What follows belongs to an exercise in optimizing a design on an open flow for small area; a production flow would make more cautious choices. No functional check of the RTL was part of this run. Power is estimated from default activity; no workload was simulated.

File: flow/run.sh
#!/bin/bash
# synth_recipe.tcl (not shown) runs the flow's synth.tcl, then flattens the netlist and writes it again
# the make line also repeats each setting of config.mk as NAME=value (left out here)
make -C /OpenROAD-flow-scripts/flow DESIGN_CONFIG=/design/flow/config.mk WORK_HOME=/design/flow/orfs CLKGATE_MAP_FILE= SYNTH_SCRIPT=/design/flow/synth_recipe.tcl finish
File: flow/config.mk
export PLATFORM = sky130hd
export DESIGN_NAME = fir
export DESIGN_NICKNAME = fir
export VERILOG_FILES = /design/flow/design.v
export SDC_FILE = /design/flow/constraint.sdc
export NUM_CORES = 4
export LEC_CHECK = 0
export CAP_MARGIN = 20
export CORE_MARGIN = 2
export CORE_UTILIZATION = 40
export SLEW_MARGIN = 20
export SYNTH_HIERARCHICAL = 1
export SYNTH_MINIMUM_KEEP_SIZE = 0
File: flow/constraint.sdc
create_clock -name core_clock -period 6.5 [get_ports {clk}]
set_input_delay 1.3000 -clock core_clock [delete_from_list [all_inputs] [get_ports {clk}]]
set_output_delay 1.3000 -clock core_clock [all_outputs]
set_load 0.01 [all_outputs]
File: flow/design.v
module dff(clk, reset, d, q);
input clk;
input reset;
input  [15:0] d;
output [15:0] q; 
reg    [15:0] q_r;
always @(posedge clk)
begin
    if(reset)
        q_r <= 0;
    else
        q_r <= d;
end
assign q = q_r; 
endmodule
module fir(clk, din, reset, dout);
input clk;
input signed [7:0] din;
input reset;
output signed [15:0] dout;
reg [7:0] x1;
reg [7:0] x2;
reg [7:0] x3;
reg [7:0] x4;
reg [7:0] x5;
reg [7:0] x6;
reg [7:0] x7;
reg [7:0] x8;
reg [7:0] x9;
reg [7:0] x10;
reg [7:0] x11;
reg [7:0] x12;
always @(posedge clk) begin
  x1 <= reset ? 8'hff : (din ^ 8'hff);
  x2 <= reset ? 8'h00 : (x1 ^ 8'hff);
  x3 <= reset ? 8'hff : (x2 ^ 8'hff);
  x4 <= reset ? 8'h00 : (x3 ^ 8'hff);
  x5 <= reset ? 8'hff : (x4 ^ 8'hff);
  x6 <= reset ? 8'h00 : (x5 ^ 8'hff);
  x7 <= reset ? 8'hff : (x6 ^ 8'hff);
  x8 <= reset ? 8'h00 : (x7 ^ 8'hff);
  x9 <= reset ? 8'hff : (x8 ^ 8'hff);
  x10 <= reset ? 8'h00 : (x9 ^ 8'hff);
  x11 <= reset ? 8'hff : (x10 ^ 8'hff);
  x12 <= reset ? 8'h00 : (x11 ^ 8'hff);
end
wire n1;
wire n2;
wire s3;
wire c4;
wire n5;
wire s6;
wire c7;
wire s8;
wire c9;
wire s10;
wire c11;
wire s12;
wire c13;
wire s14;
wire c15;
wire s16;
wire c17;
wire n18;
wire s19;
wire c20;
wire s21;
wire c22;
wire s23;
wire c24;
wire s25;
wire c26;
wire s27;
wire c28;
wire s29;
wire c30;
wire s31;
wire c32;
wire s33;
wire c34;
wire n35;
wire s36;
wire c37;
wire n38;
wire n39;
wire s40;
wire c41;
wire n42;
wire s43;
wire c44;
wire s45;
wire c46;
wire s47;
wire c48;
wire s49;
wire c50;
wire s51;
wire c52;
wire s53;
wire c54;
wire n55;
wire s56;
wire c57;
wire n58;
wire s59;
wire c60;
wire n61;
wire s62;
wire c63;
wire s64;
wire c65;
wire s66;
wire c67;
wire n68;
wire s69;
wire c70;
wire s71;
wire c72;
wire n73;
wire s74;
wire c75;
wire n76;
wire s77;
wire c78;
wire n79;
wire s80;
wire c81;
wire s82;
wire c83;
wire s84;
wire c85;
wire n86;
wire s87;
wire c88;
wire n89;
wire s90;
wire c91;
wire n92;
wire s93;
wire c94;
wire s95;
wire c96;
wire s97;
wire c98;
wire n99;
wire s100;
wire c101;
wire n102;
wire s103;
wire c104;
wire n105;
wire s106;
wire c107;
wire s108;
wire c109;
wire s110;
wire c111;
wire n112;
wire s113;
wire c114;
wire n115;
wire s116;
wire c117;
wire s118;
wire c119;
wire n120;
wire s121;
wire c122;
wire n123;
wire s124;
wire c125;
wire s126;
wire c127;
wire s128;
wire c129;
wire n130;
wire s131;
wire c132;
wire s133;
wire c134;
wire n135;
wire s136;
wire c137;
wire s138;
wire c139;
wire s140;
wire c141;
wire n142;
wire s143;
wire c144;
wire n145;
wire s146;
wire c147;
wire n148;
wire s149;
wire c150;
wire s151;
wire c152;
wire n153;
wire s154;
wire c155;
wire s156;
wire c157;
wire n158;
wire s159;
wire c160;
wire s161;
wire c162;
wire n163;
wire s164;
wire c165;
wire n166;
wire s167;
wire c168;
wire s169;
wire c170;
wire s171;
wire c172;
wire s173;
wire c174;
wire s175;
wire c176;
wire n177;
wire s178;
wire c179;
wire n180;
wire s181;
wire c182;
wire n183;
wire s184;
wire c185;
wire n186;
wire s187;
wire c188;
wire s189;
wire c190;
wire s191;
wire c192;
wire s193;
wire c194;
wire s195;
wire c196;
wire s197;
wire c198;
wire n199;
wire s200;
wire c201;
wire s202;
wire c203;
wire s204;
wire c205;
wire s206;
wire c207;
wire s208;
wire c209;
wire n210;
wire s211;
wire c212;
wire n213;
wire s214;
wire c215;
wire n216;
wire s217;
wire c218;
wire n219;
wire s220;
wire c221;
wire s222;
wire c223;
wire s224;
wire c225;
wire s226;
wire c227;
wire n228;
wire s229;
wire c230;
wire s231;
wire c232;
wire s233;
wire c234;
wire n235;
wire s236;
wire c237;
wire s238;
wire c239;
wire n240;
wire s241;
wire c242;
wire s243;
wire c244;
wire n245;
wire s246;
wire c247;
wire n248;
wire s249;
wire c250;
wire n251;
wire s252;
wire c253;
wire s254;
wire c255;
wire n256;
wire s257;
wire c258;
wire n259;
wire s260;
wire c261;
wire s262;
wire c263;
wire n264;
wire s265;
wire c266;
wire s267;
wire c268;
wire s269;
wire c270;
wire n271;
wire s272;
wire c273;
wire s274;
wire c275;
wire n276;
wire s277;
wire c278;
wire n279;
wire s280;
wire c281;
wire n282;
wire s283;
wire c284;
wire n285;
wire s286;
wire c287;
wire n288;
wire s289;
wire c290;
wire n291;
wire s292;
wire c293;
wire n294;
wire s295;
wire c296;
wire n297;
wire s298;
wire c299;
wire s300;
wire c301;
wire s302;
wire c303;
wire n304;
wire s305;
wire c306;
wire s307;
wire c308;
wire n309;
wire s310;
wire c311;
wire s312;
wire c313;
wire n314;
wire s315;
wire c316;
wire n317;
wire s318;
wire c319;
wire n320;
wire s321;
wire c322;
wire n323;
wire s324;
wire c325;
wire n326;
wire s327;
wire c328;
wire s329;
wire c330;
wire n331;
wire s332;
wire c333;
wire n334;
wire s335;
wire c336;
wire n337;
wire s338;
wire c339;
wire n340;
wire s341;
wire c342;
wire n343;
wire s344;
wire c345;
wire s346;
wire c347;
wire n348;
wire s349;
wire c350;
wire s351;
wire c352;
wire s353;
wire c354;
wire s355;
wire c356;
wire n357;
wire s358;
wire c359;
wire n360;
wire s361;
wire c362;
wire n363;
wire s364;
wire c365;
wire n366;
wire s367;
wire c368;
wire s369;
wire c370;
wire s371;
wire c372;
wire s373;
wire c374;
wire s375;
wire c376;
wire s377;
wire c378;
wire s379;
wire c380;
wire n381;
wire s382;
wire c383;
wire s384;
wire c385;
wire s386;
wire c387;
assign n1 = ~x3[0];
assign n2 = ~x9[0];
ha u4 (.a(n1), .b(n2), .s(s3), .co(c4));
assign n5 = ~c4;
fa u7 (.a(x3[1]), .b(x9[1]), .ci(n5), .s(s6), .co(c7));
fa u9 (.a(x3[2]), .b(x9[2]), .ci(c7), .s(s8), .co(c9));
fa u11 (.a(x3[3]), .b(x9[3]), .ci(c9), .s(s10), .co(c11));
fa u13 (.a(x3[4]), .b(x9[4]), .ci(c11), .s(s12), .co(c13));
fa u15 (.a(x3[5]), .b(x9[5]), .ci(c13), .s(s14), .co(c15));
fa u17 (.a(x3[6]), .b(x9[6]), .ci(c15), .s(s16), .co(c17));
assign n18 = ~c17;
fa u20 (.a(x3[7]), .b(x9[7]), .ci(n18), .s(s19), .co(c20));
ha u22 (.a(x4[0]), .b(x8[0]), .s(s21), .co(c22));
fa u24 (.a(x4[1]), .b(x8[1]), .ci(c22), .s(s23), .co(c24));
fa u26 (.a(x4[2]), .b(x8[2]), .ci(c24), .s(s25), .co(c26));
fa u28 (.a(x4[3]), .b(x8[3]), .ci(c26), .s(s27), .co(c28));
fa u30 (.a(x4[4]), .b(x8[4]), .ci(c28), .s(s29), .co(c30));
fa u32 (.a(x4[5]), .b(x8[5]), .ci(c30), .s(s31), .co(c32));
fa u34 (.a(x4[6]), .b(x8[6]), .ci(c32), .s(s33), .co(c34));
assign n35 = ~c34;
fa u37 (.a(x4[7]), .b(x8[7]), .ci(n35), .s(s36), .co(c37));
assign n38 = ~x5[0];
assign n39 = ~x7[0];
ha u41 (.a(n38), .b(n39), .s(s40), .co(c41));
assign n42 = ~c41;
fa u44 (.a(x5[1]), .b(x7[1]), .ci(n42), .s(s43), .co(c44));
fa u46 (.a(x5[2]), .b(x7[2]), .ci(c44), .s(s45), .co(c46));
fa u48 (.a(x5[3]), .b(x7[3]), .ci(c46), .s(s47), .co(c48));
fa u50 (.a(x5[4]), .b(x7[4]), .ci(c48), .s(s49), .co(c50));
fa u52 (.a(x5[5]), .b(x7[5]), .ci(c50), .s(s51), .co(c52));
fa u54 (.a(x5[6]), .b(x7[6]), .ci(c52), .s(s53), .co(c54));
assign n55 = ~c54;
fa u57 (.a(x5[7]), .b(x7[7]), .ci(n55), .s(s56), .co(c57));
assign n58 = ~x12[0];
fa u60 (.a(x6[0]), .b(n58), .ci(s21), .s(s59), .co(c60));
assign n61 = ~s59;
fa u63 (.a(s3), .b(n61), .ci(din[0]), .s(s62), .co(c63));
fa u65 (.a(1'b0), .b(x12[1]), .ci(x1[0]), .s(s64), .co(c65));
fa u67 (.a(x2[0]), .b(x10[0]), .ci(x6[0]), .s(s66), .co(c67));
assign n68 = ~x11[0];
fa u70 (.a(x6[1]), .b(n68), .ci(s40), .s(s69), .co(c70));
fa u72 (.a(s66), .b(c60), .ci(s23), .s(s71), .co(c72));
assign n73 = ~s69;
fa u75 (.a(s64), .b(din[1]), .ci(n73), .s(s74), .co(c75));
assign n76 = ~c63;
fa u78 (.a(s6), .b(s71), .ci(n76), .s(s77), .co(c78));
assign n79 = ~s77;
fa u81 (.a(s62), .b(s74), .ci(n79), .s(s80), .co(c81));
fa u83 (.a(1'b0), .b(x12[2]), .ci(x1[1]), .s(s82), .co(c83));
fa u85 (.a(x2[1]), .b(x10[1]), .ci(x6[1]), .s(s84), .co(c85));
assign n86 = ~x6[2];
fa u88 (.a(x11[1]), .b(n86), .ci(s21), .s(s87), .co(c88));
assign n89 = ~c65;
fa u91 (.a(s40), .b(c67), .ci(n89), .s(s90), .co(c91));
assign n92 = ~s82;
fa u94 (.a(s84), .b(n92), .ci(c70), .s(s93), .co(c94));
fa u96 (.a(s87), .b(din[2]), .ci(s43), .s(s95), .co(c96));
fa u98 (.a(s90), .b(c72), .ci(s25), .s(s97), .co(c98));
assign n99 = ~c75;
fa u101 (.a(s93), .b(s8), .ci(n99), .s(s100), .co(c101));
assign n102 = ~s95;
fa u104 (.a(n102), .b(s97), .ci(c78), .s(s103), .co(c104));
assign n105 = ~c81;
fa u107 (.a(s100), .b(s103), .ci(n105), .s(s106), .co(c107));
fa u109 (.a(1'b0), .b(x12[3]), .ci(x1[2]), .s(s108), .co(c109));
fa u111 (.a(x2[2]), .b(x10[2]), .ci(x6[2]), .s(s110), .co(c111));
assign n112 = ~x6[3];
fa u114 (.a(x11[2]), .b(n112), .ci(s3), .s(s113), .co(c114));
assign n115 = ~c85;
fa u117 (.a(c83), .b(n115), .ci(s108), .s(s116), .co(c117));
fa u119 (.a(c88), .b(s23), .ci(s113), .s(s118), .co(c119));
assign n120 = ~s110;
fa u122 (.a(n120), .b(din[3]), .ci(s43), .s(s121), .co(c122));
assign n123 = ~s116;
fa u125 (.a(c91), .b(c94), .ci(n123), .s(s124), .co(c125));
fa u127 (.a(s45), .b(s118), .ci(c96), .s(s126), .co(c127));
fa u129 (.a(s27), .b(c98), .ci(s10), .s(s128), .co(c129));
assign n130 = ~s121;
fa u132 (.a(n130), .b(s124), .ci(c101), .s(s131), .co(c132));
fa u134 (.a(c104), .b(s128), .ci(s131), .s(s133), .co(c134));
assign n135 = ~s126;
fa u137 (.a(n135), .b(s133), .ci(c107), .s(s136), .co(c137));
fa u139 (.a(x12[4]), .b(x1[3]), .ci(x11[3]), .s(s138), .co(c139));
fa u141 (.a(x2[3]), .b(x10[3]), .ci(x6[3]), .s(s140), .co(c141));
assign n142 = ~c109;
fa u144 (.a(x6[4]), .b(c111), .ci(n142), .s(s143), .co(c144));
assign n145 = ~s140;
fa u147 (.a(s138), .b(n145), .ci(c114), .s(s146), .co(c147));
assign n148 = ~s6;
fa u150 (.a(din[4]), .b(n148), .ci(c117), .s(s149), .co(c150));
fa u152 (.a(s25), .b(s146), .ci(c119), .s(s151), .co(c152));
assign n153 = ~s143;
fa u155 (.a(n153), .b(s45), .ci(c122), .s(s154), .co(c155));
fa u157 (.a(s149), .b(s47), .ci(s151), .s(s156), .co(c157));
assign n158 = ~c125;
fa u160 (.a(n158), .b(c127), .ci(s154), .s(s159), .co(c160));
fa u162 (.a(s29), .b(s12), .ci(c129), .s(s161), .co(c162));
assign n163 = ~c132;
fa u165 (.a(n163), .b(s156), .ci(s159), .s(s164), .co(c165));
assign n166 = ~s164;
fa u168 (.a(s161), .b(c134), .ci(n166), .s(s167), .co(c168));
ha u170 (.a(c137), .b(s167), .s(s169), .co(c170));
fa u172 (.a(x12[5]), .b(x1[4]), .ci(x11[4]), .s(s171), .co(c172));
fa u174 (.a(x2[4]), .b(x10[4]), .ci(x6[4]), .s(s173), .co(c174));
fa u176 (.a(x6[5]), .b(s40), .ci(c141), .s(s175), .co(c176));
assign n177 = ~s173;
fa u179 (.a(c139), .b(s171), .ci(n177), .s(s178), .co(c179));
assign n180 = ~din[5];
fa u182 (.a(n180), .b(c144), .ci(s175), .s(s181), .co(c182));
assign n183 = ~s8;
fa u185 (.a(c147), .b(s178), .ci(n183), .s(s184), .co(c185));
assign n186 = ~s181;
fa u188 (.a(c150), .b(s27), .ci(n186), .s(s187), .co(c188));
fa u190 (.a(s47), .b(c152), .ci(c155), .s(s189), .co(c190));
fa u192 (.a(s184), .b(s49), .ci(s187), .s(s191), .co(c192));
fa u194 (.a(c157), .b(s189), .ci(c160), .s(s193), .co(c194));
fa u196 (.a(s31), .b(s14), .ci(c162), .s(s195), .co(c196));
fa u198 (.a(s191), .b(c165), .ci(s193), .s(s197), .co(c198));
assign n199 = ~s197;
fa u201 (.a(s195), .b(c168), .ci(n199), .s(s200), .co(c201));
ha u203 (.a(c170), .b(s200), .s(s202), .co(c203));
fa u205 (.a(x12[6]), .b(x1[5]), .ci(x11[5]), .s(s204), .co(c205));
fa u207 (.a(x2[5]), .b(x10[5]), .ci(x6[0]), .s(s206), .co(c207));
fa u209 (.a(x6[5]), .b(x6[6]), .ci(c174), .s(s208), .co(c209));
assign n210 = ~s206;
fa u212 (.a(c172), .b(s204), .ci(n210), .s(s211), .co(c212));
assign n213 = ~c176;
fa u215 (.a(din[6]), .b(s43), .ci(n213), .s(s214), .co(c215));
assign n216 = ~s208;
fa u218 (.a(n216), .b(c179), .ci(s211), .s(s217), .co(c218));
assign n219 = ~c182;
fa u221 (.a(s214), .b(n219), .ci(s217), .s(s220), .co(c221));
fa u223 (.a(c185), .b(s29), .ci(c188), .s(s222), .co(c223));
fa u225 (.a(s49), .b(s220), .ci(c190), .s(s224), .co(c225));
fa u227 (.a(s51), .b(s222), .ci(c192), .s(s226), .co(c227));
assign n228 = ~s10;
fa u230 (.a(n228), .b(s224), .ci(c194), .s(s229), .co(c230));
fa u232 (.a(s33), .b(s16), .ci(c196), .s(s231), .co(c232));
fa u234 (.a(s226), .b(c198), .ci(s229), .s(s233), .co(c234));
assign n235 = ~s233;
fa u237 (.a(s231), .b(c201), .ci(n235), .s(s236), .co(c237));
ha u239 (.a(c203), .b(s236), .s(s238), .co(c239));
assign n240 = ~x12[7];
fa u242 (.a(x1[6]), .b(x11[6]), .ci(n240), .s(s241), .co(c242));
fa u244 (.a(x2[6]), .b(x10[6]), .ci(x6[1]), .s(s243), .co(c244));
assign n245 = ~x6[6];
fa u247 (.a(x6[7]), .b(n245), .ci(c205), .s(s246), .co(c247));
assign n248 = ~s241;
fa u250 (.a(c207), .b(s243), .ci(n248), .s(s249), .co(c250));
assign n251 = ~s246;
fa u253 (.a(din[7]), .b(c209), .ci(n251), .s(s252), .co(c253));
fa u255 (.a(c212), .b(s45), .ci(c215), .s(s254), .co(c255));
assign n256 = ~c218;
fa u258 (.a(s249), .b(s252), .ci(n256), .s(s257), .co(c258));
assign n259 = ~s12;
fa u261 (.a(s254), .b(c221), .ci(n259), .s(s260), .co(c261));
fa u263 (.a(s31), .b(c223), .ci(s51), .s(s262), .co(c263));
assign n264 = ~s257;
fa u266 (.a(n264), .b(c225), .ci(s260), .s(s265), .co(c266));
fa u268 (.a(s53), .b(s262), .ci(c227), .s(s267), .co(c268));
fa u270 (.a(c230), .b(s265), .ci(s36), .s(s269), .co(c270));
assign n271 = ~c232;
fa u273 (.a(s19), .b(n271), .ci(s267), .s(s272), .co(c273));
fa u275 (.a(c234), .b(s269), .ci(s272), .s(s274), .co(c275));
assign n276 = ~s274;
fa u278 (.a(c237), .b(c239), .ci(n276), .s(s277), .co(c278));
assign n279 = ~x2[7];
fa u281 (.a(x1[7]), .b(x11[7]), .ci(n279), .s(s280), .co(c281));
assign n282 = ~x6[2];
fa u284 (.a(x10[7]), .b(x6[7]), .ci(n282), .s(s283), .co(c284));
assign n285 = ~c242;
fa u287 (.a(c244), .b(n285), .ci(s280), .s(s286), .co(c287));
assign n288 = ~c250;
fa u290 (.a(s283), .b(c247), .ci(n288), .s(s289), .co(c290));
assign n291 = ~s289;
fa u293 (.a(s286), .b(c253), .ci(n291), .s(s292), .co(c293));
assign n294 = ~c258;
fa u296 (.a(s47), .b(c255), .ci(n294), .s(s295), .co(c296));
assign n297 = ~c261;
fa u299 (.a(s292), .b(s14), .ci(n297), .s(s298), .co(c299));
fa u301 (.a(s295), .b(s33), .ci(s53), .s(s300), .co(c301));
fa u303 (.a(c263), .b(c266), .ci(c37), .s(s302), .co(c303));
assign n304 = ~c20;
fa u306 (.a(s298), .b(n304), .ci(s56), .s(s305), .co(c306));
fa u308 (.a(s300), .b(c268), .ci(c270), .s(s307), .co(c308));
assign n309 = ~s305;
fa u311 (.a(s302), .b(n309), .ci(c273), .s(s310), .co(c311));
fa u313 (.a(s307), .b(c275), .ci(s310), .s(s312), .co(c313));
assign n314 = ~s312;
fa u316 (.a(c278), .b(n314), .ci(s277), .s(s315), .co(c316));
assign n317 = ~c284;
fa u319 (.a(x6[3]), .b(c281), .ci(n317), .s(s318), .co(c319));
assign n320 = ~c290;
fa u322 (.a(c287), .b(s318), .ci(n320), .s(s321), .co(c322));
assign n323 = ~s49;
fa u325 (.a(c293), .b(s321), .ci(n323), .s(s324), .co(c325));
assign n326 = ~c296;
fa u328 (.a(n326), .b(s324), .ci(s16), .s(s327), .co(c328));
fa u330 (.a(c299), .b(s36), .ci(c57), .s(s329), .co(c330));
assign n331 = ~c301;
fa u333 (.a(s56), .b(n331), .ci(s327), .s(s332), .co(c333));
assign n334 = ~c303;
fa u336 (.a(n334), .b(s329), .ci(c306), .s(s335), .co(c336));
assign n337 = ~c308;
fa u339 (.a(s332), .b(n337), .ci(s335), .s(s338), .co(c339));
assign n340 = ~s338;
fa u342 (.a(c311), .b(n340), .ci(c313), .s(s341), .co(c342));
assign n343 = ~s341;
fa u345 (.a(n343), .b(c316), .ci(s315), .s(s344), .co(c345));
fa u347 (.a(x6[4]), .b(c319), .ci(c322), .s(s346), .co(c347));
assign n348 = ~s51;
fa u350 (.a(s346), .b(n348), .ci(c325), .s(s349), .co(c350));
fa u352 (.a(s349), .b(c37), .ci(c57), .s(s351), .co(c352));
fa u354 (.a(c328), .b(c330), .ci(s351), .s(s353), .co(c354));
fa u356 (.a(c333), .b(c336), .ci(s353), .s(s355), .co(c356));
assign n357 = ~s19;
fa u359 (.a(n357), .b(c339), .ci(s355), .s(s358), .co(c359));
assign n360 = ~c342;
fa u362 (.a(s358), .b(n360), .ci(c345), .s(s361), .co(c362));
assign n363 = ~s53;
fa u365 (.a(x6[5]), .b(c347), .ci(n363), .s(s364), .co(c365));
assign n366 = ~c20;
fa u368 (.a(c350), .b(n366), .ci(s364), .s(s367), .co(c368));
fa u370 (.a(c352), .b(s367), .ci(c354), .s(s369), .co(c370));
fa u372 (.a(s369), .b(c356), .ci(c359), .s(s371), .co(c372));
fa u374 (.a(s371), .b(c362), .ci(s361), .s(s373), .co(c374));
fa u376 (.a(x6[6]), .b(s56), .ci(c365), .s(s375), .co(c376));
fa u378 (.a(c368), .b(s375), .ci(c370), .s(s377), .co(c378));
fa u380 (.a(s377), .b(c372), .ci(c374), .s(s379), .co(c380));
assign n381 = ~x6[7];
fa u383 (.a(n381), .b(c57), .ci(c376), .s(s382), .co(c383));
fa u385 (.a(s382), .b(c378), .ci(c380), .s(s384), .co(c385));
fa u387 (.a(c383), .b(c385), .ci(s384), .s(s386), .co(c387));
reg [15:0] y;
always @(posedge clk) begin
  y <= reset ? 16'h0000 : {~c387, s386, ~s384, s379, s373, ~s361, s344, ~s315, ~s277, s238, s202, s169, s136, s106, ~s80, s62};
end
assign dout = y;
endmodule
module fa(a, b, ci, s, co);
input a, b, ci;
output s, co;
assign s = a ^ b ^ ci;
assign co = (a & b) | (a & ci) | (b & ci);
endmodule
module ha(a, b, s, co);
input a, b;
output s, co;
assign s = a ^ b;
assign co = a & b;
endmodule
==> run summary <==
- Flop pwr share: 26.2%
- Status: failed layout checks
- Worst R2R Setup Slack: -1.72 ns
- Initial antenna violation count: 0
- Core Util, Final: 49.4%
- RR Endpoint: y[14]$_SDFF_PP0_
- TritonRoute pass-1 iters: 4
- Leak: 3.11 nW
- Hold path depth: 1
- Antenna diode count: 0
- Synth area leaders: fa_1 (48%), dfxtp_1 (36%), nand2b_1 (4.8%)
- Pwr Total: 2.97 mW
- DP Area: 7080 µm²
- Max frequency: 0.122 GHz
- Placed wire-length estimate: 9.07 mm
- Fin. max-slew vios: 0
- Synth warnings: 7
- Seq/Total Area, Yosys: 36.2%
- Clk latency of the worst-skew pair: 0.36 ns
- Site Rows: 45
- Final worst-path cycle share: 127%
- CTS tree: built
- Largest net degree at the start of global routing: 113
- # IOs: 26
- First-pass GRT wire length: around 19 mm
- Worst min path class: register to register
- Via density: 4.33
- Fin area: 7480 µm²
- Slowest Stage Delay on Critical Path: 0.55 ns
- Worst-path clk slew: ~0.08 ns
- Clock sink total: around 110
- Req. time, crit path: about 6.7 ns
- Clk buf depth: 2
- Num CTS Buffers: 9
- Top cell type's share of synthesized area: 47.8%
- Synth Instances: 468
- Setup TNS: -6.13 ns
- Worst-Margin Slew: roughly 1 ns
- Max-cap violations: 0
- Worst setup EP type: register
- Die Y: 128 µm
- P_int: ~1.9 mW
- IO buf count: 25
- Final setup viols: 6
- Worst Skew: between 0.01 and 0.015 ns
- Switch Pwr: around 1.0 mW
- GRT overflow: 0
- Power per Cell Area: 397 nW/µm²
- DRC errors left: 0
- Startpoint types: register
- Switching Fraction: approximately a third
- Worst path cell trace: fa_1 -> inv_2 -> fa_1 -> fa_1 -> fa_1 -> fa_1 -> fa_1 -> fa_1 -> inv_1 -> fa_1 -> ha_2 -> fa_1 -> fa_1 -> fa_2 -> fa_1 -> fa_2 -> fa_2 -> fa_1 -> fa_1 -> nor2b_1
- Vias in the first global route: 3703
- Mapped cell area: 6200 µm²
- Most frequent cells in the layout: fa_1 (114), dfxtp_1 (107), inv_1 (72)
- Worst IR Drop VDD: 0.366 mV
- Wire per inst: 15.2 µm
- Die area: 16500 µm²
- Worst r2r src: x2[5]$_SDFF_PP0_
- Layout check fault list: setup timing
- Post-synth cell types: 11
- Ratio of cells with drive above 1 in the final layout: 22.1%
- Arr. time, crit path: 8.43 ns
- Placer Congestion: roughly 0.81
- Crit Path Max Fanout: 2
- Most frequent CP cell: fa_1
- WS Path Type: register to register
- Cts hold-fix bufs: 0
- Critical path's slowest cell: fa_1
- Avg Cell Area, Syn: between 10 and 15 µm²
- Detailed-route via count: 3207
- Slew HR: between 30 and 40%
- Layout area overhead: 20.7%
- Post-layout min period: 8.22 ns
- #FFs+latches synth: around 110
- Pre-CTS setup slack: -2.54 ns
- Setup ws final: -1.72 ns
- ANT nets after route: 0
- Core Area: 15100 µm²
- Final hold viol count: 0
- Root Buffer Master: clkbuf_16
- Initial Util: 40.9%
- Overall Global Routing Usage: 15.3%
- Worst-case reg-to-reg path depth: 20
- Most area-hungry cell type in the Yosys netlist: fa_1
- RSZ-0062 raised after global routing: true
- HP Start: x9[0]$_SDFF_PP1_
- Final WL: about 11 mm
- CTS H-Tree Depth: 3
- Final Net Count: 712
- Initial DRC Count: 100
- Hold endpoint: x10[0]$_SDFF_PP0_
- Die X-Extent: 128 µm
- Comb pwr share: between 50% and 60%
- Commonest non-fill, non-tap cell in the layout: fa_1
- Clk network pwr share: 19.7%
[cells by family after synthesis]
kind of cell  share of synthesized area, %
simple gates                          9.12
flops                                 36.2
fa+ha+maj                             49.0
buf+inv                               5.65
other cells                         0.0605
[per-module statistics from Yosys, one instance, submodules excluded]
module	area, µm²	cells inside	copies in the design	flip-flops and latches
fir	3160	314	1	112
fa	20.0	1	148	0
ha	12.5	1	6	0
[routing by layer]
metal | part of all wire [%] | GRT usage [%] | routed length [µm]
met2 | 49 | 24.8 | 5500
met1 | 48 | 21.5 | 5430
met5 | 0 | 0 | 0
met4 | 1.4 | 4.60 | 159
met3 | 1.7 | 2.49 | 196
[registers in the layout (all words and copies together) (netlist names)]
| signal | count |
|---|---|
| x7 | 8 |
| x5 | 8 |
| x9 | 8 |
| x2 | 8 |
| y | 16 |
| x4 | 8 |
| x8 | 8 |
| x3 | 8 |
| x10 | 8 |
| x12 | 8 |
| x6 | 8 |
| x11 | 8 |
| x1 | 8 |
[worst max-delay path by stage]
stage | to | startpoint | slack (ns)
final | y[14]$_SDFF_PP0_ | x2[5]$_SDFF_PP0_ | -1.72
after global routing | y[14]$_SDFF_PP0_ | x2[5]$_SDFF_PP0_ | -2.01
after CTS | y[14]$_SDFF_PP0_ | x2[5]$_SDFF_PP0_ | -1.76
after detailed placement | y[14]$_SDFF_PP0_ | din[5] | -2.54
after global placement | y[14]$_SDFF_PP0_ | din[5] | -2.51
after floorplan | y[14]$_SDFF_PP0_ | din[5] | -1.70
[cell usage after synthesis]
master and n:
ha_1 6, conb_1 1, nand2b_1 48, dfxtp_1 112
clkbuf_1 1, nor2b_1 10, nor2_1 54, inv_1 77
fa_1 148, buf_4 1, buf_2 10
[area by class of cell]
| class | instances | area (µm²) |
|---|---|---|
| Multi-Input combinational cell | 269 | 3740 |
| Inverter | 77 | 297 |
| Fill cell | 1281 | 7660 |
| Clock buffer | 9 | 225 |
| Timing Repair Buffer | 79 | 649 |
| Tap cell | 188 | 235 |
| Sequential cell | 112 | 2250 |
| Clock inverter | 7 | 85.1 |
[through the flow]
stage | hold WS, ns | cells
after floorplan | 0.370 | 470
after global placement | 0.377 | 724
final | 0.400 | 741
after CTS | 0.406 | 741
after detailed placement | 0.388 | 724
after global routing | 0.418 | 741
[power groups by stage]
stage	combinational, mW	clock (mW)	sequential [mW]
2_1_floorplan	1.26	0	0.814
3_3_place_gp	1.59	0	0.796
3_5_place_dp	1.63	0	0.796
4_1_cts	1.66	0.596	0.780
5_1_grt	1.93	0.626	0.784
6_report	1.61	0.587	0.779
[critical path, delay by kind of cell (launching register included)]
family | cells | cell delay (ns)
and+or+nand+nor | 1 | 0.13
DFF | 1 | 0.34
buffers and inverters | 2 | 0.09
adders and majority gates | 17 | 7.50
[repair_timing]
item / CTS / global route
hold endpoints to repair: 0 / 0
setup buffers: 1 / 0
gates cloned: 0 / 0
gates resized for setup: 37 / 4
setup endpoints to repair: 7 / 6
pin swaps: 9 / 0

-- separate check: timing with driven ports --
In the flow no input, the clock included, has a driving cell. The finished layout below was timed again as built, in two steps. Step 1, drivers: a clkbuf_16 drives clk and a buf_2 each remaining input, both assumed. Step 2, shift: input delay + t, output delay - t, t = (earliest + latest rising clock arrival at the registers) / 2. This alone moves slack from input paths to output paths. Three values: ideal, step 1, step 2; two values: the first two.
t, ns: 0.391
slack for setup (ns): -1.724 / -1.724 / -2.072
worst hold slack (ns): 0.400 / 0.400 / 0.400
latest minus earliest clock arrival (ns): 0.015 / 0.015
The setup slack of this run moves by 0.000 ns with the drivers and by -0.348 ns with both steps.
